From an optimization exercise on the open Yosys and OpenROAD flow, aimed at small area, a short achievable clock period and few clock cycles; shortcuts taken in it are not production practice.
The RTL was checked by simulation tests, not by an equivalence proof against the original design.

==> wip/cedar: inputs <==
Design ascon_core_sca, start of the top module:
module ascon_core_sca #(parameter D = NUM_SHARES) (
    input  logic              clk,
    input  logic              rst,
    input  logic [D*CCSW-1:0] key,
    input  logic              key_valid,
    output logic              key_ready,
    input  logic [ D*CCW-1:0] bdi,
    input  logic              bdi_valid,
    output logic              bdi_ready,
    input  logic [       3:0] bdi_type,
    input  logic              bdi_eot,
    input  logic              bdi_eoi,
    input  logic              decrypt,
    input  logic              hash,
    output logic [ D*CCW-1:0] bdo,
    output logic              bdo_valid,
    input  logic              bdo_ready,
    output logic [       3:0] bdo_type,
    output logic              bdo_eot,
    output logic              auth,
    output logic              auth_valid,
    input  logic              auth_ready
);
clock: 11.0 ns
lec_check: 0
cap_margin: 30
core_margin: 2
core_utilization: 28
gpl_routability_driven: 1
gpl_timing_driven: 1
place_density: 0.38
slew_margin: 20
standard.sh (not shown) runs the stock make flow with config.mk's settings and CLKGATE_MAP_FILE= SYNTH_SCRIPT=/design/flow/synth_recipe.tcl, a recipe that flattens the netlist after the stock synthesis.
==> flow/flow/run.sh <==
#!/bin/bash
# Layout: the standard flow (standard.sh, unchanged synthesis and steps)
# with two optimisation settings changed:
#  - ORFS's timing repair is asked for more setup slack than the clock needs,
#    so that it sizes and buffers the critical paths for a shorter period;
#  - the port buffers that placement inserts on every input and output are
#    buf_4 cells instead of the tool's default pick (a delay cell).
# The clock, constraints and everything else are the standard flow's. make's
# full output goes to make_finish.log in this folder; the tools' own logs
# are under orfs/logs.
set -o pipefail
bash standard.sh SETUP_SLACK_MARGIN=7.1 "BUFFER_PORTS_ARGS=-buffer_cell sky130_fd_sc_hd__buf_4" \
  finish > make_finish.log 2>&1
==> wip/pepper: changes against wip/cedar <==
--- a/flow/design.v
+++ b/flow/design.v
@@ -149,16 +149,14 @@
   logic [1:0] kcnt;           
   logic       kbusy;          
   logic       eng;            
   logic [1:0] eptr;
   logic       aint, rdy, kfree;
   logic [3:0] kwe;            
   logic [1:0] za;             
-  logic [1:0] tw;             
-  logic       tv_done;        
   logic        ib_v, ib_eot, ib_eoi, ib_hash, ib_dec;
   logic [ 3:0] ib_type;
   logic [63:0] ib_d;
   logic        ib1_v, ib1_eot, ib1_eoi, ib1_hash, ib1_dec;
   logic [ 3:0] ib1_type;
   logic [63:0] ib1_d;
   logic        ov, oe, ov2, oe2;
@@ -214,23 +212,23 @@
         if (p == 0) w[31] = w[31] ^ fin_direct;
         if ((s == 0) & (p == 9)) w[0] = w[0] ^ dsep_now;
         xn[wo(s, p) +: 32] = w;
       end
     end
   end
   logic cap, cap_tv, ktake;
-  assign cap = bdi_valid & rdy & ((bdi_type != D_PTCT) | bdo_ready) & ((fsm != F_TAGV) | tv_done);
-  assign cap_tv = bdi_valid & rdy & (fsm == F_TAGV) & !tv_done & (bdi_type == D_TAG);
+  assign cap = bdi_valid & rdy & ((bdi_type != D_PTCT) | bdo_ready) & (fsm != F_TAGV);
+  assign cap_tv = bdi_valid & rdy & (fsm == F_TAGV) & (bdi_type == D_TAG);
   assign ktake = key_valid & kfree;
   logic [31:0] tv_st;
   logic        tv_eq;
   always_comb begin
     tv_st = 32'd0;
     for (int w = 0; w < 4; w++)
-      if (tw == w) tv_st = x[wo(0, 6 + w) +: 32] ^ x[wo(1, 6 + w) +: 32];
+      if (wc == w) tv_st = x[wo(0, 6 + w) +: 32] ^ x[wo(1, 6 + w) +: 32];
     tv_eq = ((bdi[31:0] ^ bdi[63:32]) == tv_st);
   end
   logic tv_z;
   assign tv_z = (!za[0] | ((x[wo(0, 6) +: 32] ^ x[wo(1, 6) +: 32]) == 32'd0)) &
                 (!za[1] | ((x[wo(0, 7) +: 32] ^ x[wo(1, 7) +: 32]) == 32'd0));
   logic        push, push2;
   logic [63:0] pd, pd2;
@@ -252,18 +250,16 @@
     pty = o_t3 ? D_PTCT : o_t4 ? D_TAG : D_HASH;
     pe = o_pe;
     pe2 = ib1_eot;
   end
   logic [2:0] fsm_n, pk_n;
   logic [1:0] wc_n, seg_n, hcnt_n, kcnt_n, eptr_n;
   logic sqw_n, fdec_n, fhash_n, feoi_n, fadeot_n, dsep_n, kbusy_n, eng_n, aint_n;
-  logic [1:0] za_n, tw_n;
-  logic tv_done_n;
-  logic auth_n, auth_valid_n, ov_n, ov2_n;
-  logic rdy_n;
+  logic [1:0] za_n;
+  logic auth_n, auth_valid_n, ov_n, ov2_n, rdy_n;
   logic ib_v_n, ib1_v_n;
   always_comb begin
     fsm_n = fsm;
     pk_n = pk;
     wc_n = wc;
     seg_n = seg;
     hcnt_n = hcnt;
@@ -277,25 +273,14 @@
     dsep_n = dsep;
     kbusy_n = kbusy;
     eng_n = eng;
     aint_n = aint;
     za_n = za;
     auth_n = auth;
     auth_valid_n = auth_valid;
-    tw_n = tw;
-    tv_done_n = tv_done & (fsm != F_TAGV);
-    if (cap_tv) begin
-      tw_n = tw + 2'd1;
-      aint_n = aint & tv_eq & tv_z;
-      if (tw == 2'd3) begin
-        auth_valid_n = 1'b1;
-        auth_n = aint & tv_eq & tv_z;
-        tv_done_n = 1'b1;
-      end
-    end
     if (eng & !ov2) begin
       eptr_n = eptr + 2'd1;
       if (eptr == 2'd3) eng_n = 1'b0;
     end
     case (fsm)
       F_IDLE: begin
         if (c_n0) begin
@@ -337,28 +322,36 @@
               fsm_n = F_PERM;
               pk_n = P_HASH;
             end
           end
         end
       end
       F_TAGV: begin
-        if (tv_done) fsm_n = F_IDLE;
+        if (cap_tv) begin
+          wc_n = wc + 2'd1;
+          aint_n = aint & tv_eq & tv_z;
+          if (wc == 2'd3) begin
+            auth_valid_n = 1'b1;
+            auth_n = aint & tv_eq & tv_z;
+            fsm_n = F_IDLE;
+          end
+        end
       end
       default: ;
     endcase
     if (lastr) begin
       if (abs_next) begin
         fsm_n = F_ABS;
         wc_n = 2'd0;
       end else if (pk == P_FINAL) begin
         kbusy_n = 1'b0;
         if (fdec) begin
           fsm_n = F_TAGV;
+          wc_n = {tg1, tg0 & !tg1};
           za_n = {tg1, tg0};
-          tw_n = {tg1, tg0 & !tg1};
           aint_n = 1'b1;
         end else begin
           fsm_n = F_IDLE;
           eng_n = 1'b1;
           eptr_n = ov2 ? 2'd0 : 2'd1;
         end
       end else if (pk == P_HASH) begin
@@ -403,20 +396,28 @@
     ov2_n = ov2;
     if (!ov | bdo_ready) begin
       ov_n = ov2 | push;
       ov2_n = push2;
     end else if (push) begin
       ov2_n = 1'b1;
     end
+    if (rst) begin
+      fsm_n = F_IDLE;
+      eng_n = 1'b0;
+      kbusy_n = 1'b0;
+      kcnt_n = 2'd0;
+      ib_v_n = 1'b0;
+      ib1_v_n = 1'b0;
+      ov_n = 1'b0;
+      ov2_n = 1'b0;
+      auth_valid_n = 1'b0;
+    end
+    rdy_n = (fsm_n == F_TAGV) |
+            (!ib1_v_n & !((fsm_n == F_PERM) & (pk_n == P_FINAL) & fdec_n & (tn == 4'd11)));
   end
-  logic dn_cons;
-  assign dn_cons = rst ? 1'b0 : bdo_ready ? (dn_p[82] | dn_p[81]) : (dn_q[82] | dn_q[81]);
-  assign rdy_n = (fsm_n == F_TAGV) |
-                 ((!ib1_v_n | dn_cons) &
-                  !((fsm_n == F_PERM) & (pk_n == P_FINAL) & fdec_n & (tn >= 4'd10)));
   logic [3:0] ib_type_n, ib1_type_n;
   logic ib_hash_n, ib_eot_n, ib_eoi_n, ib1_eot_n, ib1_eoi_n;
   always_comb begin
     ib_type_n = ib_type;
     ib_hash_n = ib_hash;
     ib_eot_n = ib_eot;
     ib_eoi_n = ib_eoi;
@@ -431,92 +432,56 @@
       ib_eot_n = ib1_eot;
       ib_eoi_n = ib1_eoi;
     end
     ib1_type_n = ib1_ld_cap ? bdi_type : ib1_type;
     ib1_eot_n = ib1_ld_cap ? bdi_eot : ib1_eot;
     ib1_eoi_n = ib1_ld_cap ? bdi_eoi : ib1_eoi;
   end
-  logic       dnc_v, dnc1_v, dnc_hash, dnc_eot, dnc_eoi, dnc1_eot, dnc1_eoi;
-  logic [3:0] dnc_type, dnc1_type;
-  logic       shift_nc;
-  assign shift_nc = cons1 & !cons2 & ib1_v;
-  assign dnc_v = cons2 ? 1'b0 : cons1 ? ib1_v : ib_v;
-  assign dnc1_v = (cons1 | cons2) ? 1'b0 : ib1_v;
-  assign dnc_type = shift_nc ? ib1_type : ib_type;
-  assign dnc_hash = shift_nc ? ib1_hash : ib_hash;
-  assign dnc_eot = shift_nc ? ib1_eot : ib_eot;
-  assign dnc_eoi = shift_nc ? ib1_eoi : ib_eoi;
-  assign dnc1_type = ib1_type;
-  assign dnc1_eot = ib1_eot;
-  assign dnc1_eoi = ib1_eoi;
-  logic ovp_n, ov2p_n, ovq_n, ov2q_n;
-  assign ovp_n = ov2 | push;
-  assign ov2p_n = push2;
-  assign ovq_n = ov ? ov : (ov2 | push);
-  assign ov2q_n = ov ? (ov2 | push) : push2;
-  logic [NDEC-1:0] dn_p, dn_q, dn_r;
-  ascon_dec i_dec_p (
-      .fsm(fsm_n), .t(tn), .pk(pk_n), .feoi(feoi_n), .fadeot(fadeot_n), .fhash(fhash_n),
-      .fdec(fdec_n), .seg(seg_n), .eng(eng_n), .eptr(eptr_n), .ov(ovp_n), .ov2(ov2p_n),
-      .wc(wc_n), .ib_v(dnc_v), .ib_type(dnc_type), .ib_hash(dnc_hash), .ib_eot(dnc_eot),
-      .ib_eoi(dnc_eoi), .ib1_v(dnc1_v), .ib1_type(dnc1_type), .ib1_eot(dnc1_eot),
-      .ib1_eoi(dnc1_eoi), .sqw(sqw_n), .hcnt(hcnt_n), .dsep(dsep_n), .d_o(dn_p)
-  );
-  ascon_dec i_dec_q (
+  ascon_dec i_dec (
       .fsm(fsm_n), .t(tn), .pk(pk_n), .feoi(feoi_n), .fadeot(fadeot_n), .fhash(fhash_n),
-      .fdec(fdec_n), .seg(seg_n), .eng(eng_n), .eptr(eptr_n), .ov(ovq_n), .ov2(ov2q_n),
-      .wc(wc_n), .ib_v(dnc_v), .ib_type(dnc_type), .ib_hash(dnc_hash), .ib_eot(dnc_eot),
-      .ib_eoi(dnc_eoi), .ib1_v(dnc1_v), .ib1_type(dnc1_type), .ib1_eot(dnc1_eot),
-      .ib1_eoi(dnc1_eoi), .sqw(sqw_n), .hcnt(hcnt_n), .dsep(dsep_n), .d_o(dn_q)
+      .fdec(fdec_n), .seg(seg_n), .eng(eng_n), .eptr(eptr_n), .ov(ov_n), .ov2(ov2_n),
+      .wc(wc_n), .ib_v(ib_v_n), .ib_type(ib_type_n), .ib_hash(ib_hash_n), .ib_eot(ib_eot_n),
+      .ib_eoi(ib_eoi_n), .ib1_v(ib1_v_n), .ib1_type(ib1_type_n), .ib1_eot(ib1_eot_n),
+      .ib1_eoi(ib1_eoi_n), .sqw(sqw_n), .hcnt(hcnt_n), .dsep(dsep_n), .d_o(dn)
   );
-  ascon_dec i_dec_r (
-      .fsm(F_IDLE), .t(4'd0), .pk(3'd0), .feoi(1'b0), .fadeot(1'b0), .fhash(1'b0),
-      .fdec(1'b0), .seg(2'd0), .eng(1'b0), .eptr(2'd0), .ov(1'b0), .ov2(1'b0),
-      .wc(2'd0), .ib_v(1'b0), .ib_type(4'd0), .ib_hash(1'b0), .ib_eot(1'b0),
-      .ib_eoi(1'b0), .ib1_v(1'b0), .ib1_type(4'd0), .ib1_eot(1'b0),
-      .ib1_eoi(1'b0), .sqw(1'b0), .hcnt(2'd0), .dsep(1'b0), .d_o(dn_r)
-  );
-  assign dn = rst ? dn_r : bdo_ready ? dn_p : dn_q;
   logic ib_ld_cap, ib_ld_shift, ib1_ld_cap;
   assign ib_ld_shift = cons1 & !cons2 & ib1_v;
   assign ib_ld_cap = cap & !(cons2 ? 1'b0 : cons1 ? ib1_v : ib_v);
   assign ib1_ld_cap = cap & (cons2 ? 1'b0 : cons1 ? ib1_v : ib_v);
   always_ff @(posedge clk) begin
     x <= xn;
     cr <= cn;
     dq <= dn;
     t <= tn;
-    fsm <= rst ? F_IDLE : fsm_n;
+    fsm <= fsm_n;
     pk <= pk_n;
     wc <= wc_n;
     seg <= seg_n;
     hcnt <= hcnt_n;
-    kcnt <= rst ? 2'd0 : kcnt_n;
+    kcnt <= kcnt_n;
     eptr <= eptr_n;
     sqw <= sqw_n;
     fdec <= fdec_n;
     fhash <= fhash_n;
     feoi <= feoi_n;
     fadeot <= fadeot_n;
     dsep <= dsep_n;
-    kbusy <= !rst & kbusy_n;
-    eng <= !rst & eng_n;
+    kbusy <= kbusy_n;
+    eng <= eng_n;
     aint <= aint_n;
     za <= za_n;
-    kfree <= rst | !kbusy_n;
-    kwe <= rst ? 4'b0001 : {4{!kbusy_n}} & (4'b0001 << kcnt_n);
-    auth <= auth_q;
-    auth_valid <= !rst & auth_valid_n;
-    ib_v <= !rst & ib_v_n;
-    ib1_v <= !rst & ib1_v_n;
-    rdy <= rst | rdy_n;
-    ov <= !rst & ov_n;
-    ov2 <= !rst & ov2_n;
-    tw <= tw_n;
-    tv_done <= !rst & tv_done_n;
+    kfree <= !kbusy_n;
+    kwe <= {4{!kbusy_n}} & (4'b0001 << kcnt_n);
+    auth <= auth_n;
+    auth_valid <= auth_valid_n;
+    ib_v <= ib_v_n;
+    ib1_v <= ib1_v_n;
+    rdy <= rdy_n;
+    ov <= ov_n;
+    ov2 <= ov2_n;
     if (ib_ld_cap) begin
       ib_d <= bdi;
       ib_type <= bdi_type;
       ib_eot <= bdi_eot;
       ib_eoi <= bdi_eoi;
       ib_hash <= hash;
       ib_dec <= decrypt;
@@ -538,41 +503,35 @@
     end
     for (int w = 0; w < 4; w++) begin
       if (key_valid & kwe[w]) begin
         kr[(3-w)*32 +: 32] <= key[31:0];
         kr[128+(3-w)*32 +: 32] <= key[63:32];
       end
     end
-    od <= od_n;
-    ot <= ot_n;
-    oe <= oe_n;
     if (!ov | bdo_ready) begin
+      if (ov2) begin
+        od <= od2;
+        ot <= ot2;
+        oe <= oe2;
+      end else if (push) begin
+        od <= pd;
+        ot <= pty;
+        oe <= pe;
+      end
       if (push2) begin
         od2 <= pd2;
         ot2 <= D_PTCT;
         oe2 <= pe2;
       end
     end else if (push) begin
       od2 <= pd;
       ot2 <= pty;
       oe2 <= pe;
     end
   end
-  logic        o_sel2, o_selp, o_selh;
-  logic [63:0] od_n;
-  logic [ 3:0] ot_n;
-  logic        oe_n, auth_q, a_set;
-  assign o_sel2 = (!ov | bdo_ready) & ov2;
-  assign o_selp = (!ov | bdo_ready) & !ov2 & push;
-  assign o_selh = !(o_sel2 | o_selp);
-  assign od_n = ({64{o_sel2}} & od2) | ({64{o_selp}} & pd) | ({64{o_selh}} & od);
-  assign ot_n = ({4{o_sel2}} & ot2) | ({4{o_selp}} & pty) | ({4{o_selh}} & ot);
-  assign oe_n = (o_sel2 & oe2) | (o_selp & pe) | (o_selh & oe);
-  assign a_set = cap_tv & (tw == 2'd3);
-  assign auth_q = (a_set & aint & tv_eq & tv_z) | (!a_set & auth);
   assign key_ready = kfree;
   assign bdi_ready = rdy;
   assign bdo = od;
   assign bdo_valid = ov;
   assign bdo_type = ot;
   assign bdo_eot = oe;
 endmodule
--- a/flow/flow/run.sh
+++ b/flow/flow/run.sh
@@ -5,9 +5,9 @@
 #    so that it sizes and buffers the critical paths for a shorter period;
 #  - the port buffers that placement inserts on every input and output are
 #    buf_4 cells instead of the tool's default pick (a delay cell).
 # The clock, constraints and everything else are the standard flow's. make's
 # full output goes to make_finish.log in this folder; the tools' own logs
 # are under orfs/logs.
 set -o pipefail
-bash standard.sh SETUP_SLACK_MARGIN=7.1 "BUFFER_PORTS_ARGS=-buffer_cell sky130_fd_sc_hd__buf_4" \
+bash standard.sh SETUP_SLACK_MARGIN=7.25 "BUFFER_PORTS_ARGS=-buffer_cell sky130_fd_sc_hd__buf_4" \
   finish > make_finish.log 2>&1
==> results.json <==
{
  "most-common-layout-cells": "sky130_fd_sc_hd__xnor2_1 (2186), sky130_fd_sc_hd__nand2_1 (1271), sky130_fd_sc_hd__dfxtp_1 (1198), sky130_fd_sc_hd__xor2_1 (998), sky130_fd_sc_hd__buf_4 (814)",
  "postSynthAreaPerCell_um2": 10.1,
  "result_of_the_run": "timing/DRC/antenna clean",
  "critical-path-max-stage-delay_ns": 0.42,
  "drive_above_1_share_pct": 22.3,
  "gr-usage-met3_pct": 10.5
}
[end of results for wip/pepper]
==> results.json <==
{
  "synthSimpleGateAreaFrac_pct": 8.95,
  "achievable-frequency_mhz": 249,
  "vias_per_cell": 5.54,
  "gr-usage-met3_pct": 12.1,
  "result_of_the_run": "timing/DRC/antenna clean"
}
[end of results for wip/cedar]
Testbench counts of wip/cedar, summed over its fixed seeds: cycles 19,418.
Testbench counts of wip/pepper, summed over its fixed seeds: cycles 19,240.

-- re-timing with driven ports --
The results above use ideal ports. As a check the final layouts listed here were re-extracted and re-timed, cells and wires unchanged.
Step 1 sets driving cells, clkbuf_16 on the clock port and buf_2 on the other inputs (assumed; they add their load-dependent delay and slew).
Step 2 times the ports against the registers' clock, not the clock port: input delays grow and output delays shrink by t, the midpoint of the rising clock arrivals with the driver on.
Slacks: ideal / step 1 / step 2; pairs: ideal / step 1.
run	shift t [ns]	setup WS [ns]	worst register clock-pin slew, ns	pins driven straight from the clock port
wip/cedar	1.090	6.977 / 6.860 / 6.186	0.07 / 0.07	1
wip/pepper	1.094	6.692 / 6.780 / 5.686	0.07 / 0.07	1
After both steps setup and hold are still met in every run listed. For wip/pepper, which loses most, drivers alone change the setup slack by +0.088 ns; drivers and shift together by -1.006 ns.
